This is an optimization exercise on Yosys and OpenROAD, whose aim is small area and a short achievable clock period, not a production implementation. RTL that was checked went through simulation tests only; none was proved equivalent to the original. The RTL of runs 2 to 4 and 9 was laid out without a check of its function. Power and IR drop assume default switching activity.

**flow/run.sh**
```bash
#!/bin/bash
# synth_recipe.tcl (not shown) runs the flow's synth.tcl, then flattens the netlist and writes it again
# the make line also repeats each setting of config.mk as NAME=value (left out here)
make -C /OpenROAD-flow-scripts/flow DESIGN_CONFIG=/design/flow/config.mk WORK_HOME=/design/flow/orfs CLKGATE_MAP_FILE= SYNTH_SCRIPT=/design/flow/synth_recipe.tcl finish
```
**flow/config.mk**
```make
export PLATFORM = sky130hd
export DESIGN_NAME = sync_fifo
export DESIGN_NICKNAME = sync_fifo
export VERILOG_FILES = /design/flow/design.v
export SDC_FILE = /design/flow/constraint.sdc
export NUM_CORES = 4
export LEC_CHECK = 0
export CAP_MARGIN = 20
export CORE_MARGIN = 2
export CORE_UTILIZATION = 40
export SLEW_MARGIN = 20
```
**flow/constraint.sdc**
```tcl
create_clock -name core_clock -period 3.5 [get_ports {clk}]
set_input_delay 0.7000 -clock core_clock [delete_from_list [all_inputs] [get_ports {clk}]]
set_output_delay 0.7000 -clock core_clock [all_outputs]
set_load 0.01 [all_outputs]
```
**flow/design.v**
```verilog
module sync_fifo
(
input               clk,
input               rst_n,
input               wen,
input   [15:0]      data_in,
output              full,
input               ren,
output  [15:0]      data_out,
output              empty
);
reg  [4:0] wr_cnt;
reg  [4:0] rd_cnt;
wire [3:0] wr_p,rd_p;
assign wr_p = wr_cnt[3:0];
assign rd_p = rd_cnt[3:0];
reg [15:0] mem [16-1:0];
reg [15:0] data_out_r;
assign data_out = data_out_r;
assign full = (wr_cnt[4]!= rd_cnt[4]&&wr_p==rd_p)? 1:0;
assign empty = (wr_cnt== rd_cnt)?1:0;
always@(posedge clk or negedge rst_n)
begin
    if(!rst_n)
    begin
        wr_cnt <=0;
        rd_cnt <=0;
    end
    else
    begin
        if(!full&&wen)  
        begin
            mem[wr_p] <=  data_in;
            wr_cnt <= wr_cnt +1;
        end
        if(!empty&&ren)
        begin
            data_out_r  <= mem[rd_p];
            rd_cnt <= rd_cnt + 1;
        end
    end
end
endmodule
```
==> results_dict.tcl, run 1 <==
set metrics [dict create \
    outcome "finished clean" \
    grt_setup_unrepaired "no" \
    vias_per_cell 6.03 \
    cts_sinks 282 \
    cts_setup_buffers 0 \
    worstPathRequired_ns 2.80 \
    max_freq_ghz 0.326 \
    die_w_um 170 \
    firstDrtPassIters 6 \
    grt_pass1_vias 6547 \
    synthArstFlopShare_pct 3.55 \
    core_sq_um 27000 \
    cellPowerDensity_nw_per_um2 825 \
    cts_tree "built" \
    port_buffers 37 \
    rows 60 \
    ys_warn_count 2 \
    synth_edf_count 272 \
    htree_num_levels 1 \
    max-cap-violations 0 \
    power_leakage_nw 4.09 \
    grt-ovfl-total 0 \
    grt_antenna_before_repair 0 \
    track_usage_pct 19.9 \
    final_cell_count_no_fill 1087 \
    crit_fanout 16 \
    num-fill-cells 2269 \
    grt_start_max_net_pins 59 \
    clock_latency_ns 0.54 \
    ir_drop_uv 535 \
    antennaDiodeCount 0 \
    worst_pin_slew_ns 0.809 \
    vias 6557 \
    holdWs_ns 0.425 \
    final_core_util_pct 47.6 \
    avgRoutedWirePerCell_um 26.4 \
    drive_gt1_share_pct 13.8 \
    setup_viol 0 \
    layout.area.seq_sq_um 8420 \
    synth_flop_cell "edfxtp_1" \
    synth_seq_cells 282 \
    ant_nets 0 \
    initial_core_util_pct 40.7 \
    numCtsBuffers 29 \
    max_stage_delay_ns 0.55 \
    path_clk_slew_ns 0.06 \
    hold_class "input port to asynchronous set/reset pin" \
    multi_input_area_sq_um 2390 \
    critPathSlowestCell "dfrtp_2" \
    cp-end-kind "primary output" \
    syn2layout_area_growth_pct 16.9 \
    ys_types 55 \
    dieArea_sq_um 28800 \
    drc 0 \
    gp_congestion 0.824 \
    grt_pass1_wl_um 42200 \
    hpwl_um 16200 \
    critPathArrivalTime_ns 2.37 \
    fin_skew_ns 0.0120 \
    hold_violations 0 \
    cts-resized-gates 0 \
    synthCells 670 \
    maxSlewViolCount 0 \
    synth_area_sq_um 11000 \
    postSynthNetCount 698 \
    min_period_over_period_pct 87.7 \
    hold_buffers 0 \
    first_iter_violations 757 \
    slew_headroom_pct 46.0 \
    clock_tree.root_cell "clkbuf_16" \
    finalPower_mw 10.6 \
    syn_avg_cell_area_sq_um 16.4 \
    io-pin-count 38 \
    yosysSeqAreaShare_pct 76.7 \
    setup.worst_path.class "flop to primary output" \
    cp-start-kind "flop" \
    fin_crit_ns 3.07 \
    dp.cells 1034 \
    routed_wl_um 28700 \
    fp.dieH_um 170 \
    crit_chain "xnor2_1 > nand4_2 > nor2_1 > clkdlybuf4s50_1" \
    final_nets 752 \
    tns_ns 0 \
    cts_max_path_buffers 3 \
]
[placed cells by master, fill, tap and decap left out, drive strengths merged, types with 16 or more instances in the layout]
| master | count |
|---|---|
| edfxtp | 272 |
| a22oi | 37 |
| clkdlybuf4s50 | 37 |
| clkbuf | 33 |
| buf | 31 |
| nand2 | 28 |
| a21oi | 27 |
| nor2 | 25 |
| mux2i | 19 |
| o21ai | 16 |
[Yosys cell counts (4+ instances only)]
master	n	area [sq um]
a221oi_1	9	78.8
nor2b_1	4	25.0
edfxtp_1	272	8170
and3_1	7	43.8
nor3_1	15	75.1
a21oi_1	27	135
inv_1	11	41.3
buf_1	5	18.8
a32oi_1	4	35.0
dfrtp_1	10	250
ha_1	8	100
a22oi_1	37	278
nand3b_1	4	30.0
nor4_1	5	31.3
o22ai_1	10	62.6
nand2b_1	5	31.3
o21ai_0	14	70.1
xnor2_1	13	114
o221ai_1	5	43.8
a211oi_1	9	67.6
a22o_1	6	52.6
buf_2	23	115
clkbuf_1	13	48.8
o211ai_1	6	45.0
a222oi_1	14	140
nand2_1	28	105
nand3_1	14	70.1
mux2i_1	19	190
a31oi_1	12	75.1
nor2_1	24	90.1
[routing by layer]
| layer | vias to the layer above | global-route usage, % | part of all wire (%) |
|---|---|---|---|
| met4 | 0 | 5.20 | 1.9 |
| met3 | 53 | 3.59 | 8.9 |
| met1 | 3352 | 28.2 | 42 |
| met5 | - | 0 | 0 |
| li1 | 2828 | - | - |
| met2 | 324 | 32.0 | 47 |
[path summary, 6_finish.rpt]
kind	slack (ns)	to	depth (start not counted)	start
max in group asynchronous	2.63	rd_cnt[0]	2	rst_n
worst min-delay path	0.43	wr_cnt[3]	1	rst_n
min in group core_clock	0.54	wr_cnt[4]	1	wr_cnt[4]
worst min register to register	0.54	wr_cnt[4]	1	wr_cnt[4]
worst max-delay path	0.43	full	4	rd_cnt[2]
worst max register to register	0.94	data_out_r[15]	5	rd_cnt[2]
[registers in the layout, summed over array words and instances (netlist names)]
| name | count |
|---|---|
| wr_cnt | 5 |
| data_out_r | 16 |
| rd_cnt | 5 |
| mem | 256 |
[worst max-delay path: cells and delay by family (launching register included)]
kind          cells  cell delay (ns)
buf+inv           1             0.55
xor+xnor          1             0.26
flops             1             0.55
simple gates      2             0.47
[cell type report]
| cell class | instances | share of cell area [%] |
|---|---|---|
| Sequential cell | 282 | 65.6 |
| Tap cell | 341 | 3.33 |
| Timing Repair Buffer | 68 | 4.90 |
| Multi-Input combinational cell | 332 | 18.7 |
| Inverter | 11 | 0.322 |
| Clock inverter | 20 | 1.38 |
| Clock buffer | 33 | 5.77 |
[through the flow]
stage	cell area (sq um)	setup WS, ns
finish	12800	0.432
global route	12800	0.276
CTS	12800	0.396
detailed placement	11900	0.761
global placement	11900	0.854
floorplan	11000	0.450
[cells by family (layout without fill, tap and decap cells)]
kind of cell | count (synthesis) | in the layout | synth area share, %
mux | 22 | 22 | 2.14
flops | 282 | 282 | 76.7
xor+xnor | 14 | 14 | 1.12
fa+ha+maj | 8 | 8 | 0.912
compound gates | 174 | 174 | 11.7
buf+inv | 56 | 132 | 2.36
simple gates | 114 | 114 | 5.11
[power breakdown]
part,switching [mW],internal [mW]
Sequential,0.238,4.08
Combinational,2.11,1.17
Clock,1.25,1.74
Total,3.60,6.99
==> run 2: changes to the inputs <==
==> flow/design.v (replaced) <==
module sync_fifo
(
input               clk,
input               rst_n,
input               wen,
input   [15:0]      data_in,
output              full,
input               ren,
output  [15:0]      data_out,
output              empty
);
reg  [3:0]  wr_p;
reg  [15:0] rd_oh;
reg         full_r;
reg         empty_r;
reg  [15:0] mem [0:15];
reg  [15:0] data_out_r;
assign full     = full_r;
assign empty    = empty_r;
assign data_out = data_out_r;
wire push = wen & ~full_r;
wire pop  = ren & ~empty_r;
wire [3:0]  wr_p1      = wr_p + 4'd1;
wire [15:0] wr_dec     = 16'd1 << wr_p;
wire [15:0] wr_dec1    = {wr_dec[14:0], wr_dec[15]};
wire [15:0] rd_oh1     = {rd_oh[14:0], rd_oh[15]};
wire        last_word  = |(rd_oh1 & wr_dec);
wire        last_space = |(wr_dec1 & rd_oh);
always @(posedge clk or negedge rst_n)
begin
    if (!rst_n) begin
        wr_p    <= 4'd0;
        rd_oh   <= 16'd1;
        full_r  <= 1'b0;
        empty_r <= 1'b1;
    end else begin
        if (push) wr_p  <= wr_p1;
        if (pop)  rd_oh <= rd_oh1;
        if (push)
            empty_r <= 1'b0;
        else if (pop)
            empty_r <= last_word;
        if (pop)
            full_r <= 1'b0;
        else if (push)
            full_r <= last_space;
    end
end
reg [15:0] rd_word;
integer k;
always @*
begin
    rd_word = 16'd0;
    for (k = 0; k < 16; k = k + 1)
        rd_word = rd_word | (mem[k] & {16{rd_oh[k]}});
end
always @(posedge clk)
begin
    if (!full_r)
        mem[wr_p] <= data_in;
    if (pop)
        data_out_r <= rd_word;
end
endmodule
--- a/flow/config.mk
+++ b/flow/config.mk
@@ -7,5 +7,6 @@
 export LEC_CHECK = 0
 export CAP_MARGIN = 20
 export CORE_MARGIN = 2
-export CORE_UTILIZATION = 40
+export CORE_UTILIZATION = 55
+export SETUP_SLACK_MARGIN = 1.6
 export SLEW_MARGIN = 20
==> results_dict.tcl, run 2 <==
set metrics [dict create \
    min_period_over_period_pct 54.0 \
    holdWs_ns 0.125 \
    avgRoutedWirePerCell_um 29.9 \
    syn_avg_cell_area_sq_um 18.7 \
    cp-end-kind "flop" \
    dieArea_sq_um 20900 \
    ys_types 36 \
    drive_gt1_share_pct 23.2 \
    ys_warn_count 1 \
    hold_class "input port to asynchronous set/reset pin" \
    ir_drop_uv 531 \
    grt_pass1_vias 6009 \
    p_sw_share_pct 31.7 \
    intPower_mw 8.18 \
    synth_seq_cells 294 \
    fin_skew_ns 0.00985 \
    vias 6136 \
    port_buffers 37 \
    grt_most_used_layer "met1" \
    use_met3_pct 6.32 \
    grt-ovfl-total 0 \
    crit_fanout 20 \
    max_freq_ghz 0.529 \
    fin_crit_ns 1.89 \
    power_leakage_nw 4.30 \
    p_switching_mw 3.79 \
    cts_tree "built" \
    final_nets 669 \
    yosysMostFrequentCell "edfxtp_1" \
    critPathArrivalTime_ns 2.14 \
    gr-usage-met1_pct 42.8 \
    firstDrtPassIters 5 \
    synth.top_cell.area_share_pct 75.3 \
    largest_register_ffs 256 \
    hold_buffers 0 \
    synth.top_cells.by_count "edfxtp_1, a221oi_1, a22o_1, dfrtp_1" \
    htree_num_levels 1 \
    ant_nets 0 \
    syn2layout_area_growth_pct 20.3 \
    worst_pin_slew_ns 1.04 \
    drc 0 \
    grt_setup_unrepaired "yes" \
    maxSlewViolCount 0 \
    grtUsageMet2_pct 40.6 \
    yosysSeqAreaShare_pct 80.4 \
    final_common_cell "edfxtp_1" \
    slew_headroom_pct 30.8 \
    hold_violations 0 \
    setup.worst_path.class "flop to flop" \
    rows 51 \
    top_regs "mem: 256 flops, data_out_r: 16 flops, rd_oh: 16 flops" \
    postSynthNetCount 607 \
    ys_top_cells_by_area "edfxtp_1, a221oi_1, a22o_1" \
    final_cell_count_no_fill 932 \
    setup_viol 0 \
    clock_tree.root_cell "clkbuf_16" \
    hpwl_um 16300 \
    antennaDiodeCount 0 \
    final_core_util_pct 67.2 \
    synth_edf_count 272 \
    top_register "mem" \
    place_ws_ns 1.12 \
    synth_area_sq_um 10800 \
    numCtsBuffers 30 \
    dpl_cell_area_sq_um 11500 \
    synthCells 581 \
    first_iter_violations 859 \
    worstPathRequired_ns 3.75 \
    pwr-share-comb_pct 24.2 \
    vias_per_cell 6.58 \
    power.share.clock_pct 29.7 \
    clock_latency_ns 0.54 \
    dp.cells 855 \
    cts_max_path_buffers 3 \
    fp.dieH_um 144 \
    grt_antenna_before_repair 0 \
    reg2reg_depth 3 \
    design_area_sq_um 13000 \
    initial_core_util_pct 55.9 \
    outcome "finished clean" \
    max-cap-violations 0 \
    core_sq_um 19400 \
    track_usage_pct 27.7 \
    fin_ws_ns 1.61 \
    cp-start-kind "flop" \
    cellPowerDensity_nw_per_um2 918 \
    mostFrequentLayoutCells "edfxtp_1, a22o_1, a221oi_1, clkbuf_16, clkdlybuf4s50_1" \
    io-pin-count 38 \
    grt_pass1_wl_um 40500 \
    tns_ns 0 \
    synth.largest_area_cell "edfxtp_1" \
    synthArstFlopShare_pct 7.48 \
    gp_congestion 0.803 \
    seqPwrFrac_pct 46.1 \
    path_clk_slew_ns 0.06 \
    routed_wl_um 27900 \
    finalPower_mw 12.0 \
    grt_start_max_net_pins 23 \
    synth_flop_cell "edfxtp_1" \
    cts_sinks 294 \
    die_w_um 144 \
]
-- run 2: cell types whose count changed in the layout (fill, tap and decap cells not counted), sizes merged, moves of 15 or more --
cell | before | now
a21oi | 27 | 6
a221oi | 9 | 65
a22o | 6 | 64
a22oi | 37 | 3
clkdlybuf4s50 | 37 | 18
mux2i | 19 | 2
nand2 | 28 | 10
nand4 | 1 | 16
-- run 2: power by group through the flow --
stage | Clock [mW] | Combinational (mW) | Sequential, mW
floorplan | 0 | 1.85 | 4.96
global placement | 0 | 2.63 | 5.54
detailed placement | 0 | 2.64 | 5.55
CTS | 3.59 | 2.81 | 5.49
global route | 3.74 | 3.09 | 5.57
finish | 3.55 | 2.90 | 5.52
-- run 2: logic make-up after synthesis --
kind of cell,Yosys count,synth area share (%)
DFF,294,80.4
AOI/OAI and AO/OA,155,12.0
and+or+nand+nor,60,2.90
buffers and inverters,46,2.00
muxes,18,1.85
adders and majority gates,6,0.692
xor gates and xnor gates,2,0.162
-- run 2: critical path, stage by stage, from the launching register on --
cell and delay [ns]:
dfrtp_2 0.60, a22o_1 0.29, a221oi_1 0.52, nand4_1 0.20
-- run 2: per-layer routing --
layer	routed length (um)	vias to the layer above
met4	471	0
li1	-	2577
met2	12600	360
met1	11800	3156
met5	0	-
met3	2930	43
-- run 2: area by class of cell --
type | count | area (sq um)
Multi-Input combinational cell | 241 | 2080
Inverter | 7 | 28.8
Clock buffer | 32 | 779
Timing Repair Buffer | 69 | 733
Tap cell | 265 | 332
Sequential cell | 294 | 8740
Fill cell | 1338 | 6360
Clock inverter | 24 | 345
-- run 2: path summary, 6_finish.rpt --
check	start	end	slack (ns)
worst max register to register	rd_oh[5]	data_out_r[12]	1.61
worst min register to register	mem[7][10]	data_out_r[10]	0.57
worst max-delay path	rd_oh[5]	data_out_r[12]	1.61
min in group core_clock	mem[7][10]	data_out_r[10]	0.57
max in group asynchronous	rst_n	rd_oh[6]	3.00
worst min-delay path	rst_n	rd_oh[8]	0.13
-- run 2: what timing repair did --
action | 4_1_cts | 5_1_grt
endpoints found under the setup margin | 235 | 129
resized for setup | 70 | 18
pin swaps | 11 | 1
buffers inserted | 19 | 2
endpoints found under the hold margin | 0 | 0
==> run 3: changes to the inputs <==
--- a/flow/config.mk
+++ b/flow/config.mk
@@ -8,5 +8,5 @@
 export CAP_MARGIN = 20
 export CORE_MARGIN = 2
 export CORE_UTILIZATION = 55
-export SETUP_SLACK_MARGIN = 1.6
+export SETUP_SLACK_MARGIN = 2.4
 export SLEW_MARGIN = 20
==> results_dict.tcl, run 3 <==
set metrics [dict create \
    outcome "finished clean" \
    synthArstFlopShare_pct 7.48 \
    syn_avg_cell_area_sq_um 18.7 \
    ant_nets 0 \
    pwr-share-comb_pct 39.2 \
    final_core_util_pct 76.2 \
    max_freq_ghz 0.525 \
    fin_crit_ns 1.90 \
    fin_skew_ns 0.0151 \
    cts_sinks 294 \
    yosysSeqAreaShare_pct 80.4 \
    path_clk_slew_ns 0.07 \
    cts_max_path_buffers 3 \
    slew_headroom_pct 58.3 \
    num-fill-cells 1090 \
    die_w_um 144 \
    avgRoutedWirePerCell_um 33.1 \
    final_nets 759 \
    grt-ovfl-total 0 \
    worst_pin_slew_ns 0.626 \
    cp-start-kind "flop" \
    p_sw_share_pct 33.4 \
    hold_class "input port to asynchronous set/reset pin" \
    holdWs_ns 0.238 \
    place_ws_ns 1.04 \
    vias 6819 \
    htree_num_levels 1 \
    synth.top_cell.area_share_pct 75.3 \
    synth_edf_count 272 \
    postSynthNetCount 607 \
    antennaDiodeCount 0 \
    final_common_cell "edfxtp_1" \
    intPower_mw 9.16 \
    seqPwrFrac_pct 37.5 \
    worstPathRequired_ns 2.80 \
    port_buffers 37 \
    grt_pass1_vias 6579 \
    io-pin-count 38 \
    syn2layout_area_growth_pct 36.3 \
    hold_buffers 0 \
    hold_violations 0 \
    synth_area_sq_um 10800 \
    p_switching_mw 4.60 \
    cp-end-kind "primary output" \
    synthCells 581 \
    cp_num_buf_inv 1 \
    crit_fanout 2 \
    max_stage_delay_ns 0.55 \
    path_delay_family "flip-flops" \
    core_sq_um 19400 \
    yosysMostFrequentCell "edfxtp_1" \
    ys_top_cells_by_area "edfxtp_1, a221oi_1, a22o_1" \
    drive_gt1_share_pct 42.8 \
    firstDrtPassIters 5 \
    dieArea_sq_um 20900 \
    fp.dieH_um 144 \
    critPathArrivalTime_ns 1.20 \
    synth_flop_cell "edfxtp_1" \
    ir_drop_uv 541 \
    first_iter_violations 757 \
    power.share.clock_pct 23.3 \
    grt_setup_unrepaired "yes" \
    grt_start_max_net_pins 23 \
    crit_chain "buf_6" \
    synth_seq_cells 294 \
    drc 0 \
    routed_wl_um 33800 \
    gp_congestion 0.770 \
    maxSlewViolCount 0 \
    power_leakage_nw 5.12 \
    hpwl_um 14600 \
    initial_core_util_pct 55.9 \
    largest_register_ffs 256 \
    ys_types 36 \
    synth.largest_area_cell "edfxtp_1" \
    track_usage_pct 31.4 \
    mostFrequentLayoutCells "edfxtp_1, a22o_1, a221oi_2, buf_6, buf_12" \
    top_register "mem" \
    numCtsBuffers 30 \
    rows 51 \
    min_period_over_period_pct 54.4 \
    max-cap-violations 0 \
    cts_tree "built" \
    ys_warn_count 1 \
    clock_latency_ns 0.56 \
    grt_pass1_wl_um 44900 \
    dpl_cell_area_sq_um 12000 \
    setup.worst_path.class "flop to primary output" \
    fin_ws_ns 1.60 \
    grt_antenna_before_repair 0 \
    tns_ns 0 \
    critPathSlowestCell "dfstp_2" \
    cellPowerDensity_nw_per_um2 931 \
    top_regs "mem: 256 flops, data_out_r: 16 flops, rd_oh: 16 flops" \
    synth.top_cells.by_count "edfxtp_1, a221oi_1, a22o_1, dfrtp_1" \
    design_area_sq_um 14800 \
    vias_per_cell 6.67 \
    clock_tree.root_cell "clkbuf_16" \
    setup_viol 0 \
]
==> run 3: cell counts after synthesis <==
Identical to the previous run, type by type.
==> run 3: per-layer routing <==
metal / share of wire [%] / vias up / global-route usage, %
met5: 0 / - / 0
met4: 4.4 / 0 / 12.2
met3: 10 / 120 / 5.73
met2: 47 / 436 / 48.3
met1: 39 / 3499 / 45.2
li1: - / 2764 / -
==> run 3: power by group through the flow <==
stage,clock network (mW),registers [mW],logic [mW]
3_5_place_dp,0,5.47,3.16
4_1_cts,3.21,5.11,4.82
5_1_grt,3.35,5.20,5.58
6_report,3.20,5.16,5.39
2_1_floorplan,0,5.00,2.55
3_3_place_gp,0,5.44,3.09
==> run 3: final timing paths <==
path	start	endpoint	slack (ns)	cells past startpoint
worst min-delay path	rst_n	rd_oh[15]	0.24	1
worst max-delay path	empty_r	empty	1.60	1
worst max register to register	wr_p[1]	mem[2][9]	1.66	7
min in group core_clock	mem[13][9]	data_out_r[9]	0.56	2
max in group asynchronous	rst_n	rd_oh[4]	2.79	1
worst min register to register	mem[13][9]	data_out_r[9]	0.56	2
==> run 3: area by class of cell <==
cell class / count / area [sq um] / share of cell area, %
multi-input cells: 242 / 2680 / 18.1
well taps: 265 / 332 / 2.24
clock buffers: 38 / 781 / 5.28
repair buffers: 158 / 1970 / 13.3
clock inverters: 18 / 209 / 1.41
inverters: 7 / 37.5 / 0.254
flip-flops and latches: 294 / 8770 / 59.3
==> run 3: timing repair <==
action	CTS	global route
endpoints found under the setup margin	605	328
pin swaps	35	24
gates cloned	6	2
gates resized for setup	207	34
buffers inserted	85	14
==> run 3: through the flow <==
stage,std cells,power [mW]
after CTS,1006,13.1
after global routing,1022,14.1
after floorplan,581,7.55
final,1022,13.8
after detailed placement,859,8.62
after global placement,859,8.53
==> run 3: logic make-up after synthesis <==
logic type | count (synthesis) | synth area share [%]
XOR/XNOR | 2 | 0.162
multiplexers | 18 | 1.85
buffers and inverters | 46 | 2.00
adder cells (fa/ha/maj) | 6 | 0.692
AO/OA/AOI/OAI | 155 | 12.0
AND/OR/NAND/NOR | 60 | 2.90
flip-flops | 294 | 80.4
==> run 4: changes to the inputs <==
--- a/flow/config.mk
+++ b/flow/config.mk
@@ -8,5 +8,5 @@
 export CAP_MARGIN = 20
 export CORE_MARGIN = 2
 export CORE_UTILIZATION = 55
-export SETUP_SLACK_MARGIN = 2.4
+export SETUP_SLACK_MARGIN = 2.0
 export SLEW_MARGIN = 20
==> results_dict.tcl, run 4 <==
set metrics [dict create \
    top_register "mem" \
    crit_path_end "empty" \
    die_w_um 144 \
    routed_wl_um 34400 \
    ys_top_cells_by_area "edfxtp_1, a221oi_1, a22o_1" \
    drc 0 \
    cp_num_buf_inv 1 \
    intPower_mw 9.14 \
    antennaDiodeCount 0 \
    cts_max_path_buffers 3 \
    fin_skew_ns 0.0124 \
    seqPwrFrac_pct 37.8 \
    final_cell_count_no_fill 1027 \
    regToRegSetupSlack_ns 1.63 \
    vias_per_cell 6.80 \
    vias 6982 \
    synth_area_sq_um 10800 \
    num-fill-cells 1097 \
    dieArea_sq_um 20900 \
    slew_headroom_pct 53.3 \
    gp_congestion 0.827 \
    grt_setup_unrepaired "yes" \
    drive_gt1_share_pct 42.8 \
    r2r_end "full_r" \
    synthArstFlopShare_pct 7.48 \
    max_stage_delay_ns 0.54 \
    clock_latency_ns 0.56 \
    outcome "finished clean" \
    dp.cells 851 \
    cts_sinks 294 \
    syn2layout_area_growth_pct 35.6 \
    min_period_over_period_pct 54.3 \
    path_delay_family "flip-flops" \
    synth.top_cell.area_share_pct 75.3 \
    reg2reg_depth 7 \
    critPathArrivalTime_ns 1.20 \
    reg2reg_from "wr_p[1]" \
    ys_warn_count 1 \
    synthCells 581 \
    mostFrequentLayoutCells "edfxtp_1, a22o_1, a221oi_2, buf_6, buf_4" \
    hold_class "input port to asynchronous set/reset pin" \
    yosysMostFrequentCell "edfxtp_1" \
    grt-ovfl-total 0 \
    tns_ns 0 \
    avgRoutedWirePerCell_um 33.5 \
    worstPathRequired_ns 2.80 \
    hpwl_um 14900 \
    ys_types 36 \
    final_nets 765 \
    postSynthNetCount 607 \
    cp-startpoint "empty_r" \
    p_switching_mw 4.64 \
    setup_viol 0 \
    initial_core_util_pct 55.9 \
    cellPowerDensity_nw_per_um2 937 \
    setup.worst_path.class "flop to primary output" \
    yosysSeqAreaShare_pct 80.4 \
    port_buffers 37 \
    hold_violations 0 \
    power_leakage_nw 5.05 \
    hold_buffers 0 \
    crit_fanout 2 \
    fin_crit_ns 1.90 \
    cts_tree "built" \
    cp-start-kind "flop" \
    grt_antenna_before_repair 0 \
    fp.dieH_um 144 \
    worst_pin_slew_ns 0.700 \
    firstDrtPassIters 6 \
    track_usage_pct 33.6 \
    crit_chain "buf_6" \
    grt_pass1_wl_um 47700 \
    maxSlewViolCount 0 \
    rows 51 \
    top_regs "mem: 256 flops, data_out_r: 16 flops, rd_oh: 16 flops" \
    synth_edf_count 272 \
    numCtsBuffers 30 \
    path_clk_slew_ns 0.07 \
    power.share.clock_pct 23.9 \
    grt_start_max_net_pins 25 \
    core_sq_um 19400 \
    ir_drop_uv 487 \
    cp-end-kind "primary output" \
    max-cap-violations 0 \
    cp.depth 1 \
    htree_num_levels 1 \
    synth.largest_area_cell "edfxtp_1" \
    clock_tree.root_cell "clkbuf_16" \
    grt_pass1_vias 6775 \
    p_sw_share_pct 33.7 \
    first_iter_violations 1015 \
    max_freq_ghz 0.526 \
    holdWs_ns 0.127 \
    io-pin-count 38 \
    largest_register_ffs 256 \
    synth.top_cells.by_count "edfxtp_1, a221oi_1, a22o_1, dfrtp_1" \
    critPathSlowestCell "dfstp_2" \
    synth_seq_cells 294 \
    ant_nets 0 \
    synth_flop_cell "edfxtp_1" \
    syn_avg_cell_area_sq_um 18.7 \
    pwr-share-comb_pct 38.3 \
    final_common_cell "edfxtp_1" \
]
run 4: cell counts after synthesis:
No cell type changed its count.
run 4: stage by stage:
| step | setup slack [ns] | area, sq um | utilization, % | total power, mW |
|---|---|---|---|---|
| 6_report | 1.60 | 14700 | 75.8 | 13.8 |
| 5_1_grt | 1.57 | 14700 | 75.8 | 14.1 |
| 4_1_cts | 1.60 | 14500 | 74.6 | 13.3 |
| 3_5_place_dp | 1.06 | 11600 | 59.7 | 8.20 |
| 3_3_place_gp | 1.15 | 11600 | 59.7 | 8.15 |
| 2_1_floorplan | 1.76 | 11000 | - | 6.99 |
run 4: cells by family (layout without fill, tap and decap cells):
logic type / Yosys count / count (layout) / synth area share, %
mux: 18 / 18 / 1.85
simple gates: 60 / 60 / 2.90
flops: 294 / 294 / 80.4
fa+ha+maj: 6 / 6 / 0.692
buf+inv: 46 / 227 / 2.00
compound gates: 155 / 155 / 12.0
xor+xnor: 2 / 2 / 0.162
run 4: timing repair:
action | in CTS | in global routing
setup buffers | 107 | 7
gates resized for setup | 222 | 29
pin swaps | 32 | 32
endpoints found under the setup margin | 310 | 306
cloned | 6 | 1
run 4: power groups by stage:
stage	Sequential [mW]	Combinational, mW	Clock, mW
floorplan	4.96	2.03	0
global placement	5.59	2.56	0
detailed placement	5.60	2.60	0
CTS	5.20	4.82	3.31
global route	5.26	5.41	3.45
finish	5.21	5.28	3.29
run 4: how the worst min path moves through the flow:
| stage | from | end | slack (ns) | depth (start not counted) |
|---|---|---|---|---|
| 3_3_place_gp | mem[10][1] | data_out_r[1] | 0.54 | 2 |
| 5_1_grt | rst_n | wr_p[2] | 0.16 | 1 |
| 2_1_floorplan | rst_n | full_r | 0.40 | 0 |
| 4_1_cts | mem[11][13] | data_out_r[13] | 0.56 | 2 |
| 3_5_place_dp | wr_p[0] | wr_p[0] | 0.54 | 1 |
| 6_report | rst_n | wr_p[2] | 0.13 | 1 |
run 4: worst reg2reg max path: stages, from the launching register on:
cell      delay, ns
dfrtp_2        0.44
buf_6          0.12
buf_6          0.11
ha_4           0.17
a222oi_1       0.41
a21oi_1        0.14
o21ai_1        0.24
a31oi_1        0.11
run 4: cell type report:
class                           instances  area, sq um  share of cell area [%]
Clock inverter                         21          230                    1.57
Multi-Input combinational cell        241         2550                    17.3
Timing Repair Buffer                  165         1980                    13.5
Tap cell                              265          332                    2.26
Clock buffer                           34          787                    5.35
Inverter                                7         37.5                   0.255
Sequential cell                       294         8780                    59.7
run 4: metal layers:
layer  up-vias  share of wire, %  GRT usage (%)
li1       2774                 -              -
met2       526                45           50.9
met1      3563                39           47.9
met4         0               4.8           12.7
met5         -                 0              0
met3       119                12           8.28
==> run 5: changes to the inputs <==
==> flow/design.v (replaced) <==
module sync_fifo
(
input               clk,
input               rst_n,
input               wen,
input   [15:0]      data_in,
output              full,
input               ren,
output  [15:0]      data_out,
output              empty
);
reg  [15:0] wr_oh;
reg  [15:0] rd_oh;
reg         full_r;
reg         nempty_r;
reg  [15:0] mem [0:15];
reg  [15:0] data_out_r;
assign full     = full_r;
assign empty    = ~nempty_r;
assign data_out = data_out_r;
wire push = wen & ~full_r;
wire pop  = ren & nempty_r;
wire [15:0] wr_oh1     = {wr_oh[14:0], wr_oh[15]};
wire [15:0] rd_oh1     = {rd_oh[14:0], rd_oh[15]};
wire        last_word  = |(rd_oh1 & wr_oh);
wire        last_space = |(wr_oh1 & rd_oh);
always @(posedge clk or negedge rst_n)
begin
    if (!rst_n) begin
        wr_oh    <= 16'd1;
        rd_oh    <= 16'd1;
        full_r   <= 1'b0;
        nempty_r <= 1'b0;
    end else begin
        if (push) wr_oh <= wr_oh1;
        if (pop)  rd_oh <= rd_oh1;
        if (push)
            nempty_r <= 1'b1;
        else if (pop)
            nempty_r <= ~last_word;
        if (pop)
            full_r <= 1'b0;
        else if (push)
            full_r <= last_space;
    end
end
reg [15:0] rd_word;
integer k;
always @*
begin
    rd_word = 16'd0;
    for (k = 0; k < 16; k = k + 1)
        rd_word = rd_word | (mem[k] & {16{rd_oh[k]}});
end
genvar i;
generate
    for (i = 0; i < 16; i = i + 1) begin : row
        always @(posedge clk)
            if (wr_oh[i] & ~full_r)
                mem[i] <= data_in;
    end
endgenerate
always @(posedge clk)
    if (pop)
        data_out_r <= rd_word;
endmodule
--- a/flow/config.mk
+++ b/flow/config.mk
@@ -8,5 +8,5 @@
 export CAP_MARGIN = 20
 export CORE_MARGIN = 2
 export CORE_UTILIZATION = 55
-export SETUP_SLACK_MARGIN = 2.0
+export SETUP_SLACK_MARGIN = 1.7
 export SLEW_MARGIN = 20
==> results_dict.tcl, run 5 <==
set metrics [dict create \
    max-cap-violations 0 \
    synth.top_cells.by_count "edfxtp_1, a22o_1, a221oi_1, dfrtp_1, mux2_2" \
    drive_gt1_share_pct 24.1 \
    drc 0 \
    synthArstFlopShare_pct 11.1 \
    design_area_sq_um 12800 \
    synth_edf_count 272 \
    min_period_over_period_pct 53.0 \
    grt_setup_unrepaired "yes" \
    setup.worst_path.class "flop to primary output" \
    vias 5901 \
    setup_viol 0 \
    top_register "mem" \
    synthMuxAreaShare_pct 3.28 \
    critPathArrivalTime_ns 1.16 \
    synth_flop_cell "edfxtp_1" \
    p_sw_share_pct 18.6 \
    synth.largest_area_cell "edfxtp_1" \
    final_cell_count_no_fill 907 \
    multi_input_area_sq_um 1940 \
    regToRegSetupSlack_ns 1.76 \
    hpwl_um 13800 \
    dieArea_sq_um 21300 \
    grt_antenna_before_repair 1 \
    port_buffers 37 \
    synthCells 561 \
    cts_sinks 306 \
    synth_top_family_by_area "compound AO/OA/AOI/OAI gates" \
    htree_num_levels 1 \
    largest_register_ffs 256 \
    hold_class "flop to flop" \
    clock_latency_ns 0.56 \
    cp-end-kind "primary output" \
    max_stage_delay_ns 0.48 \
    ys_top_cells_by_area "edfxtp_1, dfrtp_1, a22o_1" \
    hold_buffers 0 \
    grt-ovfl-total 0 \
    core_sq_um 19700 \
    avgRoutedWirePerCell_um 29.7 \
    first_iter_violations 509 \
    ys_warn_count 2 \
    rows 51 \
    r2r_end "full_r" \
    final_common_cell "edfxtp_1" \
    ys_types 28 \
    power.share.clock_pct 43.8 \
    hold_violations 0 \
    grt_start_max_net_pins 35 \
    dpl_cell_area_sq_um 11800 \
    synthAdderAreaFrac_pct 0 \
    path_delay_family "flip-flops" \
    crit_fanout 2 \
    fp.dieH_um 146 \
    power_leakage_nw 4.39 \
    final_nets 639 \
    cp-start-kind "flop" \
    dp.cells 844 \
    cts_max_path_buffers 3 \
    track_usage_pct 25.7 \
    tns_ns 0 \
    slew_headroom_pct 54.3 \
    reg2reg_from "rd_oh[5]" \
    grt_pass1_vias 5818 \
    intPower_mw 5.89 \
    cp_num_buf_inv 1 \
    cp-startpoint "full_r" \
    synth-compound-area-share_pct 11.5 \
    seqPwrFrac_pct 55.0 \
    ir_drop_uv 399 \
    fin_crit_ns 1.86 \
    num-fill-cells 1372 \
    yosysSeqAreaShare_pct 81.4 \
    layout.area.seq_sq_um 9040 \
    max_freq_ghz 0.539 \
    syn_avg_cell_area_sq_um 19.8 \
    grt_pass1_wl_um 39600 \
    routed_wl_um 26900 \
    cellPowerDensity_nw_per_um2 564 \
    postSynthNetCount 581 \
    initial_core_util_pct 56.4 \
    reg2reg_depth 4 \
    yosysMostFrequentCell "edfxtp_1" \
    crit_path_end "full" \
    io-pin-count 38 \
    synth_area_sq_um 11100 \
    cts_tree "built" \
    worstPathRequired_ns 2.80 \
    outcome "finished clean" \
    maxSlewViolCount 0 \
    clock_tree.root_cell "clkbuf_16" \
    gp_congestion 0.765 \
    pwr-share-comb_pct 1.2 \
    worst_pin_slew_ns 0.686 \
    p_switching_mw 1.34 \
    cp.depth 1 \
    fin_skew_ns 0.0132 \
    synth_seq_cells 306 \
    antennaDiodeCount 0 \
    path_clk_slew_ns 0.06 \
    mostFrequentLayoutCells "edfxtp_1, a22o_1, a221oi_1, mux2_2, clkbuf_16" \
    critPathSlowestCell "dfrtp_4" \
    die_w_um 146 \
    synth.top_cell.area_share_pct 73.7 \
    synth_xor_area_share_pct 0 \
    ant_nets 0 \
    synthSimpleGateAreaFrac_pct 2.26 \
    firstDrtPassIters 5 \
    syn2layout_area_growth_pct 15.6 \
    crit_chain "buf_6" \
    numCtsBuffers 30 \
    vias_per_cell 6.51 \
]
run 5: kinds of logic (layout without fill, tap and decap cells):
family                 Yosys count  in the layout
AND/OR/NAND/NOR                 40             40
AO/OA/AOI/OAI                  145            145
multiplexers                    32             32
buffers and inverters           38            119
flip-flops                     306            306
run 5: repair_timing:
item                                    in CTS  in global routing
resized for setup                           92                  9
endpoints found under the setup margin     133                 28
cloned                                       0                  0
buffers inserted                             7                  1
run 5: power groups by stage:
stage / clock network [mW] / registers (mW) / logic, mW
final: 3.17 / 3.98 / 0.0874
after detailed placement: 0 / 4.05 / 0.0856
after global routing: 3.38 / 3.97 / 0.0969
after global placement: 0 / 4.05 / 0.0801
after CTS: 3.21 / 3.98 / 0.0876
after floorplan: 0 / 4.05 / 0.0168
run 5: worst min-delay path by stage:
stage,to,slack (ns),depth (start not counted),startpoint
floorplan,full_r,0.40,0,rst_n
global placement,data_out_r[11],0.54,2,mem[14][11]
detailed placement,data_out_r[0],0.55,2,mem[15][0]
CTS,wr_oh[6],0.56,2,rst_n
global route,wr_oh[5],0.59,2,rst_n
finish,data_out_r[11],0.55,2,mem[14][11]
run 5: layout make-up:
| class | instances | area share (%) |
|---|---|---|
| flip-flops and latches | 306 | 70.5 |
| multi-input cells | 217 | 15.1 |
| well taps | 265 | 2.59 |
| clock buffers | 34 | 6.14 |
| inverters | 2 | 0.0878 |
| repair buffers | 62 | 4.05 |
| clock inverters | 21 | 1.49 |
run 5: routing by layer:
metal  track usage [%]  up-vias  share of wire [%]
li1                  -     2516                  -
met5                 0        -                  0
met4              6.26        0                1.9
met2              41.4      221                 48
met3              3.79       43                6.8
met1              37.7     3121                 43
run 5: metrics by stage:
| stage | setup slack [ns] | total power [mW] | hold slack, ns | utilization, % |
|---|---|---|---|---|
| floorplan | 1.64 | 4.07 | 0.404 | - |
| global placement | 1.05 | 4.13 | 0.536 | 59.9 |
| detailed placement | 0.984 | 4.14 | 0.545 | 59.9 |
| CTS | 1.62 | 7.27 | 0.557 | 65.0 |
| global route | 1.61 | 7.45 | 0.586 | 65.2 |
| finish | 1.64 | 7.23 | 0.553 | 65.2 |
==> run 6: changes to the inputs <==
--- a/flow/config.mk
+++ b/flow/config.mk
@@ -8,5 +8,7 @@
 export CAP_MARGIN = 20
 export CORE_MARGIN = 2
 export CORE_UTILIZATION = 55
+export CTS_CLUSTER_DIAMETER = 100
+export CTS_CLUSTER_SIZE = 30
 export SETUP_SLACK_MARGIN = 1.7
 export SLEW_MARGIN = 20
==> results_dict.tcl, run 6 <==
set metrics [dict create \
    outcome "finished clean" \
    max-cap-violations 0 \
    hpwl_um 13800 \
    cts_tree "built" \
    critPathArrivalTime_ns 1.11 \
    hold_class "flop to flop" \
    fin_skew_ns 0.0244 \
    die_w_um 146 \
    critPathSlowestCell "dfrtp_4" \
    setup.worst_path.class "flop to primary output" \
    cp-end-kind "primary output" \
    top_register "mem" \
    max_freq_ghz 0.552 \
    numCtsBuffers 14 \
    gp_congestion 0.765 \
    maxSlewViolCount 0 \
    pwr-share-comb_pct 1.5 \
    num-fill-cells 1412 \
    holdWs_ns 0.569 \
    grt_pass1_wl_um 38500 \
    finalPower_mw 5.92 \
    dieArea_sq_um 21300 \
    crit_fanout 2 \
    hold_buffers 0 \
    gr-usage-met1_pct 36.9 \
    final_nets 622 \
    synthCells 561 \
    grt_most_used_layer "met2" \
    synth.top_cells.by_count "edfxtp_1, a22o_1, a221oi_1, dfrtp_1, mux2_2" \
    worst_pin_slew_ns 0.699 \
    postSynthNetCount 581 \
    port_buffers 37 \
    cellPowerDensity_nw_per_um2 484 \
    p_switching_mw 1.12 \
    firstDrtPassIters 5 \
    grt_pass1_vias 5621 \
    synth.largest_area_cell "edfxtp_1" \
    final_common_cell "edfxtp_1" \
    path_clk_slew_ns 0.11 \
    drc 0 \
    core_sq_um 19700 \
    synth_flop_cell "edfxtp_1" \
    path_delay_family "flip-flops" \
    io-pin-count 38 \
    tns_ns 0 \
    grt_start_max_net_pins 35 \
    synth.top_cell.area_share_pct 73.7 \
    syn2layout_area_growth_pct 10.4 \
    power.share.clock_pct 31.5 \
    cp-start-kind "flop" \
    synthArstFlopShare_pct 11.1 \
    yosysMostFrequentCell "edfxtp_1" \
    synth_area_sq_um 11100 \
    worstPathRequired_ns 2.80 \
    ys_top_cells_by_area "edfxtp_1, dfrtp_1, a22o_1" \
    clock_tree.root_cell "clkbuf_16" \
    ir_drop_uv 440 \
    rows 51 \
    mostFrequentLayoutCells "edfxtp_1, a22o_1, a221oi_1, mux2_2, buf_4" \
    cts_sinks 306 \
    seqPwrFrac_pct 67.0 \
    syn_avg_cell_area_sq_um 19.8 \
    grt_setup_unrepaired "yes" \
    track_usage_pct 25.0 \
    htree_num_levels 1 \
    vias 5761 \
    intPower_mw 4.80 \
    ys_warn_count 2 \
    slew_headroom_pct 53.4 \
    cts_max_path_buffers 3 \
    grt-ovfl-total 0 \
    vias_per_cell 6.61 \
    p_sw_share_pct 18.8 \
    initial_core_util_pct 56.4 \
    cp_num_buf_inv 1 \
    setup_viol 0 \
    fp.dieH_um 146 \
    grt_antenna_before_repair 1 \
    final_core_util_pct 62.3 \
    first_iter_violations 568 \
    use_met3_pct 3.54 \
    max_stage_delay_ns 0.50 \
    synth_seq_cells 306 \
    ys_types 28 \
    cp.depth 1 \
    drive_gt1_share_pct 21.5 \
    largest_register_ffs 256 \
    min_period_over_period_pct 51.7 \
    routed_wl_um 26400 \
    synth_edf_count 272 \
    yosysSeqAreaShare_pct 81.4 \
    hold_violations 0 \
    avgRoutedWirePerCell_um 30.3 \
    clock_latency_ns 0.49 \
    ant_nets 0 \
    fin_crit_ns 1.81 \
    min_path_cells 2 \
    reg2reg_depth 4 \
    crit_chain "clkbuf_2" \
    grtUsageMet2_pct 40.8 \
    power_leakage_nw 4.10 \
]
==> run 6: path summary, 6_finish.rpt <==
check	slack, ns	startpoint	to
max	1.69	full_r	full
min	0.57	mem[5][14]	data_out_r[14]
max reg2reg	1.77	rd_oh[5]	full_r
min reg2reg	0.57	mem[5][14]	data_out_r[14]
max in group asynchronous	2.56	rst_n	full_r
min in group asynchronous	0.61	rst_n	wr_oh[5]
==> run 6: repair_timing <==
| action | CTS | global route |
|---|---|---|
| buffers inserted | 6 | 1 |
| cloned | 0 | 0 |
| gates resized for setup | 91 | 8 |
| setup endpoints to repair | 133 | 33 |
==> run 6: worst min-delay path, stage by stage, from the launching register on <==
cell,delay (ns)
edfxtp_1,0.34
a221oi_1,0.08
nand4_1,0.06
==> run 6: cell type report <==
| class | instances | area [sq um] | share of cell area [%] |
|---|---|---|---|
| Inverter | 2 | 11.3 | 0.0920 |
| Antenna cell | 1 | 2.50 | 0.0204 |
| Clock buffer | 19 | 390 | 3.19 |
| Clock inverter | 1 | 30.0 | 0.245 |
| Sequential cell | 306 | 9040 | 73.9 |
| Tap cell | 265 | 332 | 2.71 |
| Multi-Input combinational cell | 217 | 1940 | 15.8 |
| Timing Repair Buffer | 61 | 489 | 4.00 |
==> run 6: cell families (layout without fill, tap and decap cells) <==
group / after synthesis / count (layout) / synth area share, %
buffers and inverters: 38 / 83 / 1.61
muxes: 32 / 32 / 3.28
and+or+nand+nor: 40 / 40 / 2.26
DFF: 306 / 306 / 81.4
AOI/OAI and AO/OA: 145 / 145 / 11.5
other: 0 / 1 / 0
==> run 6: power groups by stage <==
| stage | Clock, mW | Combinational, mW | Sequential (mW) |
|---|---|---|---|
| finish | 1.86 | 0.0870 | 3.97 |
| global route | 2.04 | 0.0966 | 3.97 |
| CTS | 1.90 | 0.0874 | 3.97 |
| detailed placement | 0 | 0.0856 | 4.05 |
| global placement | 0 | 0.0801 | 4.05 |
| floorplan | 0 | 0.0168 | 4.05 |
==> run 6: per-layer routing <==
metal	up-vias	wire, um
met1	3060	11300
met4	0	370
met3	25	1770
li1	2456	-
met5	-	0
met2	220	12900
==> run 6: through the flow <==
stage | area (sq um) | instances | setup slack [ns]
2_1_floorplan | 11100 | 561 | 1.64
3_3_place_gp | 11800 | 844 | 1.05
3_5_place_dp | 11800 | 844 | 0.984
4_1_cts | 12200 | 870 | 1.57
5_1_grt | 12200 | 871 | 1.63
6_report | 12200 | 872 | 1.69
==> run 7: changes to the inputs <==
--- a/flow/config.mk
+++ b/flow/config.mk
@@ -7,8 +7,8 @@
 export LEC_CHECK = 0
 export CAP_MARGIN = 20
 export CORE_MARGIN = 2
-export CORE_UTILIZATION = 55
+export CORE_UTILIZATION = 60
 export CTS_CLUSTER_DIAMETER = 100
 export CTS_CLUSTER_SIZE = 30
-export SETUP_SLACK_MARGIN = 1.7
+export SETUP_SLACK_MARGIN = 1.8
 export SLEW_MARGIN = 20
==> results_dict.tcl, run 7 <==
set metrics [dict create \
    hpwl_um 13800 \
    syn2layout_area_growth_pct 11.0 \
    rows 49 \
    critPathArrivalTime_ns 1.12 \
    cp_num_buf_inv 1 \
    place_ws_ns 1.00 \
    clock_latency_ns 0.50 \
    initial_core_util_pct 61.5 \
    intPower_mw 4.80 \
    hold_class "flop to flop" \
    grt_setup_unrepaired "yes" \
    routed_wl_um 26700 \
    slew_headroom_pct 57.6 \
    yosysMostFrequentCell "edfxtp_1" \
    final_cell_count_no_fill 842 \
    synth.largest_area_cell "edfxtp_1" \
    hold_violations 0 \
    synth_area_sq_um 11100 \
    synthSimpleGateAreaFrac_pct 2.26 \
    fin_crit_ns 1.82 \
    reg2reg_from "rd_oh[12]" \
    synthMuxAreaShare_pct 3.28 \
    ys_warn_count 2 \
    io-pin-count 38 \
    crit_chain "buf_6" \
    design_area_sq_um 12300 \
    fp.dieH_um 140 \
    drive_gt1_share_pct 21.7 \
    first_iter_violations 676 \
    path_clk_slew_ns 0.11 \
    hold_start "mem[8][4]" \
    synthCells 561 \
    drc 0 \
    clock_tree.root_cell "clkbuf_16" \
    max_freq_ghz 0.550 \
    power.share.clock_pct 31.6 \
    postSynthNetCount 581 \
    synth_edf_count 272 \
    mostFrequentLayoutCells "edfxtp_1, a22o_1, a221oi_1, mux2_2, buf_4" \
    critPathSlowestCell "dfrtp_4" \
    worst_pin_slew_ns 0.636 \
    avgRoutedWirePerCell_um 31.7 \
    p_sw_share_pct 18.9 \
    synthArstFlopShare_pct 11.1 \
    cts_sinks 306 \
    htree_num_levels 1 \
    cp-end-kind "primary output" \
    synth_flop_cell "edfxtp_1" \
    grt_antenna_before_repair 0 \
    firstDrtPassIters 5 \
    synth_seq_cells 306 \
    vias 5972 \
    setup.worst_path.class "flop to primary output" \
    synthAdderAreaFrac_pct 0 \
    regToRegSetupSlack_ns 1.80 \
    multi_input_area_sq_um 1950 \
    numCtsBuffers 14 \
    grt-ovfl-total 0 \
    min_path_cells 2 \
    grt_pass1_vias 5811 \
    layout.area.seq_sq_um 9060 \
    p_switching_mw 1.12 \
    min_period_over_period_pct 51.9 \
    synth_top_family_by_area "compound AO/OA/AOI/OAI gates" \
    cts_max_path_buffers 3 \
    num-fill-cells 1183 \
    fin_skew_ns 0.0330 \
    ant_nets 0 \
    grt_start_max_net_pins 35 \
    dp.cells 809 \
    cp.depth 1 \
    max-cap-violations 0 \
    gp_congestion 0.792 \
    cp-start-kind "flop" \
    vias_per_cell 7.09 \
    ys_top_cells_by_area "edfxtp_1, dfrtp_1, a22o_1" \
    cp-startpoint "full_r" \
    track_usage_pct 27.2 \
    max_stage_delay_ns 0.50 \
    reg2reg_depth 4 \
    grt_pass1_wl_um 38500 \
    ys_types 28 \
    top_register "mem" \
    setup_viol 0 \
    power_leakage_nw 4.15 \
    hold_buffers 0 \
    path_delay_family "flip-flops" \
    largest_register_ffs 256 \
    seqPwrFrac_pct 67.0 \
    dpl_cell_area_sq_um 11700 \
    crit_fanout 2 \
    cellPowerDensity_nw_per_um2 481 \
    synth.top_cell.area_share_pct 73.7 \
    synth_xor_area_share_pct 0 \
    final_nets 629 \
    dieArea_sq_um 19600 \
    synth-compound-area-share_pct 11.5 \
    final_common_cell "edfxtp_1" \
    core_sq_um 18000 \
    cts_tree "built" \
    synth.top_cells.by_count "edfxtp_1, a22o_1, a221oi_1, dfrtp_1, mux2_2" \
    worstPathRequired_ns 2.80 \
    antennaDiodeCount 0 \
    maxSlewViolCount 0 \
    pwr-share-comb_pct 1.4 \
    ir_drop_uv 552 \
    syn_avg_cell_area_sq_um 19.8 \
    outcome "finished clean" \
    yosysSeqAreaShare_pct 81.4 \
    port_buffers 37 \
    tns_ns 0 \
    fin_ws_ns 1.68 \
    die_w_um 140 \
]
[run 7: cell counts after synthesis]
Identical to the previous run, type by type.
[run 7: power groups by stage]
stage / logic [mW] / clock network [mW] / registers [mW]
6_report: 0.0858 / 1.87 / 3.97
5_1_grt: 0.0954 / 2.01 / 3.97
4_1_cts: 0.0869 / 1.90 / 3.97
3_5_place_dp: 0.0847 / 0 / 4.05
3_3_place_gp: 0.0795 / 0 / 4.05
2_1_floorplan: 0.0173 / 0 / 4.05
[run 7: final cells by class]
class	instances	area share (%)
Inverter	2	0.0915
Multi-Input combinational cell	217	15.8
Tap cell	229	2.33
Timing Repair Buffer	68	4.75
Sequential cell	306	73.6
Clock buffer	19	3.17
Clock inverter	1	0.244
[run 7: logic make-up (layout without fill, tap and decap cells)]
group,Yosys count,after routing
simple gates,40,40
flops,306,306
compound gates,145,145
buf+inv,38,90
mux,32,32
[run 7: stage by stage]
step	total power [mW]	hold slack [ns]	utilization [%]
floorplan	4.07	0.404	-
global placement	4.13	0.531	65.1
detailed placement	4.14	0.544	65.1
CTS	5.95	0.566	67.6
global route	6.08	0.588	68.3
finish	5.93	0.559	68.3
[run 7: routing by layer]
metal / part of all wire (%) / wire, um / vias up / global-route usage [%]
li1: - / - / 2460 / -
met3: 8.6 / 2310 / 54 / 3.69
met1: 41 / 10800 / 3148 / 40.6
met4: 2.6 / 694 / 0 / 7.68
met5: 0 / 0 / - / 0
met2: 48 / 12800 / 310 / 43.4
[run 7: repair_timing]
item / CTS / global route
endpoints found under the hold margin: 0 / 0
pin swaps: 0 / 1
setup buffers: 7 / 6
resized for setup: 94 / 21
endpoints found under the setup margin: 174 / 155
[run 7: final timing paths]
check | to
max reg2reg | data_out_r[8]
min reg2reg | data_out_r[4]
max | full
min | data_out_r[4]
min in group asynchronous | wr_oh[3]
max in group asynchronous | rd_oh[9]
==> run 8: changes to the inputs <==
--- a/flow/config.mk
+++ b/flow/config.mk
@@ -7,8 +7,9 @@
 export LEC_CHECK = 0
 export CAP_MARGIN = 20
 export CORE_MARGIN = 2
-export CORE_UTILIZATION = 60
+export CORE_UTILIZATION = 65
 export CTS_CLUSTER_DIAMETER = 100
 export CTS_CLUSTER_SIZE = 30
-export SETUP_SLACK_MARGIN = 1.8
+export PLACE_DENSITY = 0.7
+export SETUP_SLACK_MARGIN = 1.75
 export SLEW_MARGIN = 20
==> results_dict.tcl, run 8 <==
set metrics [dict create \
    synth_seq_cells 306 \
    hold_class "flop to flop" \
    dpl_cell_area_sq_um 11800 \
    fin_skew_ns 0.0371 \
    cp-end-kind "primary output" \
    max_stage_delay_ns 0.50 \
    avgRoutedWirePerCell_um 32.3 \
    cts_max_path_buffers 3 \
    finalPower_mw 5.93 \
    power_leakage_nw 4.20 \
    gp_congestion 0.824 \
    maxSlewViolCount 0 \
    firstDrtPassIters 13 \
    yosysSeqAreaShare_pct 81.4 \
    synthCells 561 \
    initial_core_util_pct 66.6 \
    cts_tree "built" \
    multi_input_area_sq_um 1950 \
    synth_flop_cell "edfxtp_1" \
    routed_wl_um 27400 \
    num-fill-cells 981 \
    path_clk_slew_ns 0.11 \
    numCtsBuffers 14 \
    max_freq_ghz 0.543 \
    worst_pin_slew_ns 0.644 \
    syn2layout_area_growth_pct 11.3 \
    ant_nets 0 \
    largest_register_ffs 256 \
    grt_pass1_vias 5847 \
    setup_viol 0 \
    crit_fanout 2 \
    ys_types 28 \
    outcome "finished clean" \
    htree_num_levels 1 \
    synth.top_cells.by_count "edfxtp_1, a22o_1, a221oi_1, dfrtp_1, mux2_2" \
    grt_setup_unrepaired "yes" \
    grt_pass1_wl_um 38400 \
    ir_drop_uv 520 \
    setup.worst_path.class "flop to primary output" \
    port_buffers 37 \
    vias 6188 \
    hold_start "mem[14][7]" \
    critPathArrivalTime_ns 1.14 \
    final_nets 639 \
    rows 47 \
    final_core_util_pct 74.1 \
    grt_start_max_net_pins 35 \
    hpwl_um 14200 \
    cellPowerDensity_nw_per_um2 480 \
    min_period_over_period_pct 52.6 \
    max-cap-violations 0 \
    hold_buffers 0 \
    r2r_end "mem[12][10]" \
    dieArea_sq_um 18100 \
    cp_num_buf_inv 1 \
    final_cell_count_no_fill 847 \
    grt_antenna_before_repair 0 \
    die_w_um 135 \
    fp.dieH_um 135 \
    layout.area.seq_sq_um 9050 \
    clock_latency_ns 0.49 \
    vias_per_cell 7.31 \
    fin_crit_ns 1.84 \
    cts_sinks 306 \
    hold_end "data_out_r[7]" \
    synth.top_cell.area_share_pct 73.7 \
    reg2reg_depth 3 \
    tns_ns 0 \
    holdWs_ns 0.558 \
    crit_chain "buf_2" \
    synth_edf_count 272 \
    clock_tree.root_cell "clkbuf_16" \
    drc 0 \
    synthArstFlopShare_pct 11.1 \
    min_path_cells 2 \
    hold_violations 0 \
    ys_warn_count 2 \
    syn_avg_cell_area_sq_um 19.8 \
    first_iter_violations 730 \
    antennaDiodeCount 0 \
    synth.largest_area_cell "edfxtp_1" \
    ys_top_cells_by_area "edfxtp_1, dfrtp_1, a22o_1" \
    yosysMostFrequentCell "edfxtp_1" \
    top_register "mem" \
    drive_gt1_share_pct 22.8 \
    final_common_cell "edfxtp_1" \
    worstPathRequired_ns 2.80 \
    slew_headroom_pct 57.0 \
    postSynthNetCount 581 \
    io-pin-count 38 \
    mostFrequentLayoutCells "edfxtp_1, a22o_1, a221oi_1, buf_4, mux2_2" \
    critPathSlowestCell "dfrtp_4" \
    track_usage_pct 30.3 \
    dp.cells 804 \
    core_sq_um 16600 \
    place_ws_ns 0.972 \
    design_area_sq_um 12300 \
    regToRegSetupSlack_ns 1.75 \
    synth_area_sq_um 11100 \
    fin_ws_ns 1.66 \
    grt-ovfl-total 0 \
    reg2reg_from "full_r" \
    cp-start-kind "flop" \
    path_delay_family "flip-flops" \
]
## run 8: cells by family (layout without fill, tap and decap cells)
family                 after synthesis  in the layout  synth area share, %
flip-flops                         306            306                 81.4
AO/OA/AOI/OAI                      145            145                 11.5
AND/OR/NAND/NOR                     40             40                 2.26
buffers and inverters               38            104                 1.61
multiplexers                        32             32                 3.28
## run 8: timing repair
action                                  4_1_cts  5_1_grt
gates resized for setup                      90       14
hold endpoints to repair                      0        0
buffers inserted                              6       13
endpoints found under the setup margin      156       67
pin swaps                                     0        1
## run 8: worst max path at each step
stage	cells past startpoint	from	endpoint
3_5_place_dp	4	ren	data_out_r[15]
3_3_place_gp	4	ren	data_out_r[9]
5_1_grt	1	full_r	full
2_1_floorplan	2	full_r	mem[0][0]
4_1_cts	3	full_r	mem[1][6]
6_report	1	full_r	full
## run 8: metal layers
| metal | part of all wire [%] | vias up | GRT usage (%) |
|---|---|---|---|
| met5 | 0 | - | 0 |
| met4 | 3.4 | 0 | 10.6 |
| met3 | 11 | 76 | 5.63 |
| met2 | 47 | 444 | 47.2 |
| met1 | 38 | 3170 | 44.3 |
| li1 | - | 2498 | - |
## run 8: where the power goes
part           switching (mW)  leakage (nW)  internal (mW)
clock network            1.05         0.206          0.826
logic                  0.0591          1.06         0.0270
registers                   0          2.93           3.97
## run 8: cell type report
type | count | share of cell area (%)
repair buffers | 78 | 5.00
well taps | 220 | 2.23
flip-flops and latches | 306 | 73.4
multi-input cells | 217 | 15.8
clock buffers | 23 | 3.29
inverters | 2 | 0.0913
clock inverters | 1 | 0.243
==> run 9: changes to the inputs <==
--- a/flow/design.v
+++ b/flow/design.v
@@ -11,15 +11,17 @@
 );
 reg  [15:0] wr_oh;
 reg  [15:0] rd_oh;
-reg         full_r;
-reg         nempty_r;
+reg         full_r;      
+reg         nempty_r;    
+reg         nfull_i;     
+reg         empty_i;     
 reg  [15:0] mem [0:15];
 reg  [15:0] data_out_r;
 assign full     = full_r;
 assign empty    = ~nempty_r;
 assign data_out = data_out_r;
-wire push = wen & ~full_r;
-wire pop  = ren & nempty_r;
+wire push = wen & nfull_i;
+wire pop  = ren & ~empty_i;
 wire [15:0] wr_oh1     = {wr_oh[14:0], wr_oh[15]};
 wire [15:0] rd_oh1     = {rd_oh[14:0], rd_oh[15]};
 wire        last_word  = |(rd_oh1 & wr_oh);
@@ -31,17 +33,25 @@
         rd_oh    <= 16'd1;
         full_r   <= 1'b0;
         nempty_r <= 1'b0;
+        nfull_i  <= 1'b1;
+        empty_i  <= 1'b1;
     end else begin
         if (push) wr_oh <= wr_oh1;
         if (pop)  rd_oh <= rd_oh1;
-        if (push)
+        if (push) begin
             nempty_r <= 1'b1;
-        else if (pop)
+            empty_i  <= 1'b0;
+        end else if (pop) begin
             nempty_r <= ~last_word;
-        if (pop)
-            full_r <= 1'b0;
-        else if (push)
-            full_r <= last_space;
+            empty_i  <= last_word;
+        end
+        if (pop) begin
+            full_r  <= 1'b0;
+            nfull_i <= 1'b1;
+        end else if (push) begin
+            full_r  <= last_space;
+            nfull_i <= ~last_space;
+        end
     end
 end
 reg [15:0] rd_word;
@@ -56,7 +66,7 @@
 generate
     for (i = 0; i < 16; i = i + 1) begin : row
         always @(posedge clk)
-            if (wr_oh[i] & ~full_r)
+            if (wr_oh[i] & nfull_i)
                 mem[i] <= data_in;
     end
 endgenerate
--- a/flow/config.mk
+++ b/flow/config.mk
@@ -7,9 +7,8 @@
 export LEC_CHECK = 0
 export CAP_MARGIN = 20
 export CORE_MARGIN = 2
-export CORE_UTILIZATION = 65
+export CORE_UTILIZATION = 60
 export CTS_CLUSTER_DIAMETER = 100
 export CTS_CLUSTER_SIZE = 30
-export PLACE_DENSITY = 0.7
-export SETUP_SLACK_MARGIN = 1.75
+export SETUP_SLACK_MARGIN = 1.8
 export SLEW_MARGIN = 20
==> results_dict.tcl, run 9 <==
set metrics [dict create \
    worstPathRequired_ns 2.80 \
    outcome "finished clean" \
    grt_antenna_before_repair 1 \
    hpwl_um 15300 \
    final_common_cell "edfxtp_1" \
    routed_wl_um 28800 \
    synth_xor_area_share_pct 0 \
    cellPowerDensity_nw_per_um2 477 \
    critPathSlowestCell "edfxtp_1" \
    cp-start-kind "flop" \
    dieArea_sq_um 20000 \
    hold_class "flop to flop" \
    vias 6232 \
    finalPower_mw 6.04 \
    critPathArrivalTime_ns 1.08 \
    tns_ns 0 \
    synthSimpleGateAreaFrac_pct 3.82 \
    first_iter_violations 759 \
    synth.top_cell.area_share_pct 72.3 \
    hold_buffers 0 \
    cp_num_buf_inv 1 \
    numCtsBuffers 14 \
    grt-ovfl-total 0 \
    grt_pass1_vias 5930 \
    grt_setup_unrepaired "yes" \
    drive_gt1_share_pct 21.3 \
    postSynthNetCount 624 \
    power_leakage_nw 4.41 \
    grt_start_max_net_pins 37 \
    cp-end-kind "primary output" \
    max-cap-violations 0 \
    path_delay_family "flip-flops" \
    track_usage_pct 28.8 \
    synth_seq_cells 308 \
    fp.dieH_um 141 \
    io-pin-count 38 \
    firstDrtPassIters 7 \
    core_sq_um 18600 \
    num-fill-cells 1208 \
    grt_pass1_wl_um 40700 \
    fin_crit_ns 1.78 \
    gp_congestion 0.775 \
    cts_tree "built" \
    path_clk_slew_ns 0.11 \
    max_freq_ghz 0.562 \
    yosysMostFrequentCell "edfxtp_1" \
    syn2layout_area_growth_pct 12.1 \
    synth_area_sq_um 11300 \
    setup.worst_path.class "flop to primary output" \
    mostFrequentLayoutCells "edfxtp_1, a22o_1, a221oi_1, nand2_1, buf_4" \
    crit_chain "buf_2" \
    htree_num_levels 1 \
    design_area_sq_um 12700 \
    largest_register_ffs 256 \
    min_period_over_period_pct 50.9 \
    synth.largest_area_cell "edfxtp_1" \
    clock_latency_ns 0.51 \
    maxSlewViolCount 0 \
    synthAdderAreaFrac_pct 0 \
    synthArstFlopShare_pct 11.7 \
    synth.top_cells.by_count "edfxtp_1, a22o_1, a221oi_1, nand2_1, dfrtp_1" \
    ys_types 31 \
    synth_flop_cell "edfxtp_1" \
    ant_nets 0 \
    top_register "mem" \
    worst_pin_slew_ns 0.644 \
    ir_drop_uv 494 \
    hold_violations 0 \
    fin_skew_ns 0.0294 \
    synthCells 604 \
    setup_viol 0 \
    yosysSeqAreaShare_pct 80.3 \
    final_nets 692 \
    ys_warn_count 2 \
    synth-compound-area-share_pct 12.0 \
    dpl_cell_area_sq_um 11900 \
    max_stage_delay_ns 0.43 \
    ys_top_cells_by_area "edfxtp_1, dfrtp_1, a22o_1" \
    slew_headroom_pct 57.1 \
    clock_tree.root_cell "clkbuf_16" \
    initial_core_util_pct 60.8 \
    port_buffers 37 \
    synthMuxAreaShare_pct 1.59 \
    die_w_um 141 \
    synth_edf_count 272 \
    syn_avg_cell_area_sq_um 18.7 \
    synth_top_family_by_area "compound AO/OA/AOI/OAI gates" \
    cts_max_path_buffers 3 \
    vias_per_cell 6.81 \
    drc 0 \
    rows 50 \
    avgRoutedWirePerCell_um 31.5 \
    crit_fanout 1 \
    cts_sinks 308 \
]
[run 9: cell count changes in the layout (fill, tap and decap cells not counted), moves of 4 or more]
cell / delta
a221oi_2: +4
a22oi_1: -7
and2_1: +9
and2_4: +6
buf_4: +10
mux2_2: -15
nand2_1: +49
nor2b_2: -7
nor2b_4: -4
[run 9: cell families after synthesis]
logic type | Yosys count
mux | 16
simple gates | 88
buf+inv | 43
compound gates | 149
flops | 308
[run 9: metrics by stage]
step / cells / hold WS [ns] / setup slack [ns] / util, %
global route: 915 / 0.508 / 1.69 / 68.2
detailed placement: 861 / 0.473 / 0.890 / 64.2
floorplan: 604 / 0.404 / 1.83 / -
CTS: 894 / 0.489 / 1.61 / 66.8
finish: 915 / 0.485 / 1.72 / 68.2
global placement: 860 / 0.469 / 0.970 / 64.1
[run 9: final cells by class]
type                            count  area, sq um  area share, %
Antenna cell                        1         2.50         0.0198
Clock buffer                       23          405           3.20
Clock inverter                      1         30.0          0.237
Inverter                            3         15.0          0.119
Multi-Input combinational cell    253         2020           16.0
Sequential cell                   308         9120           72.0
Tap cell                          234          293           2.31
Timing Repair Buffer               92          777           6.13
[run 9: worst register-to-register path: stages, from the launching register on]
cell and delay [ns]:
dfrtp_4 0.57, buf_4 0.17, a22o_1 0.20, a221oi_1 0.22, nand4_1 0.22
[run 9: path summary, 6_finish.rpt]
| path | start | end | slack [ns] | cells past startpoint |
|---|---|---|---|---|
| max | data_out_r[9] | data_out[9] | 1.72 | 1 |
| min | empty_i | empty_i | 0.48 | 2 |
| max reg2reg | rd_oh[1] | data_out_r[1] | 1.83 | 4 |
| min reg2reg | empty_i | empty_i | 0.48 | 2 |
| max in group asynchronous | rst_n | rd_oh[3] | 2.52 | 2 |
| min in group asynchronous | rst_n | rd_oh[14] | 0.60 | 2 |
[run 9: what timing repair did]
action	in CTS	in global routing
buffers inserted	9	20
pin swaps	1	2
gates resized for setup	105	16
hold endpoints to repair	0	0
cloned	0	0
setup endpoints to repair	153	56
[run 9: power by group]
group | switching, mW | leakage (nW) | internal [mW]
combinational | 0.0743 | 1.28 | 0.0391
sequential | 0.00745 | 2.92 | 4.00
clock | 1.09 | 0.206 | 0.827
total | 1.18 | 4.41 | 4.87
[run 9: routing by layer]
layer | vias to the layer above | part of all wire, % | track usage [%]
met1 | 3191 | 40 | 43.9
li1 | 2622 | - | -
met3 | 46 | 11 | 4.18
met5 | - | 0 | 0
met4 | 0 | 2.6 | 7.63
met2 | 373 | 46 | 44.7

static timing again, ports no longer ideal:
How much do the figures lean on ideal ports? The routed layouts below were timed once more, with nothing changed but the port constraints.
Step 1 (the two cells are an assumption about what drives the block):
set clk [get_ports {clk}]
set_driving_cell -lib_cell sky130_fd_sc_hd__clkbuf_16 $clk
set_driving_cell -lib_cell sky130_fd_sc_hd__buf_2 [delete_from_list [all_inputs] $clk]
Step 2 times the ports against the registers' clock, not the clock port: input delays grow and output delays shrink by t, the midpoint of the rising clock arrivals with the driver on.
Three values: ideal, step 1, step 2; two values: the first two.
run	t (ns)	setup WS [ns]	worst setup path at the end	clock arrival spread, ns
run 1	0.581	0.432 / 0.386 / 0.901	input to register	0.014 / 0.014
run 2	0.584	1.609 / 1.579 / 1.077	input to register	0.014 / 0.014
run 3	0.599	1.597 / 1.551 / 1.655	register to register	0.017 / 0.017
run 4	0.595	1.599 / 1.553 / 1.531	input to register	0.013 / 0.013
run 5	0.597	1.644 / 1.596 / 1.339	input to register	0.014 / 0.014
run 6	0.522	1.689 / 1.645 / 1.354	input to register	0.026 / 0.026
run 7	0.525	1.682 / 1.640 / 1.319	input to register	0.037 / 0.038
run 8	0.522	1.657 / 1.612 / 1.429	input to register	0.039 / 0.038
run 9	0.544	1.719 / 1.674 / 1.383	input to register	0.037 / 0.037
After both steps every run listed still meets setup and hold. The setup slack of run 2, which loses most, moves by -0.030 ns with the drivers and by -0.532 ns with both steps.
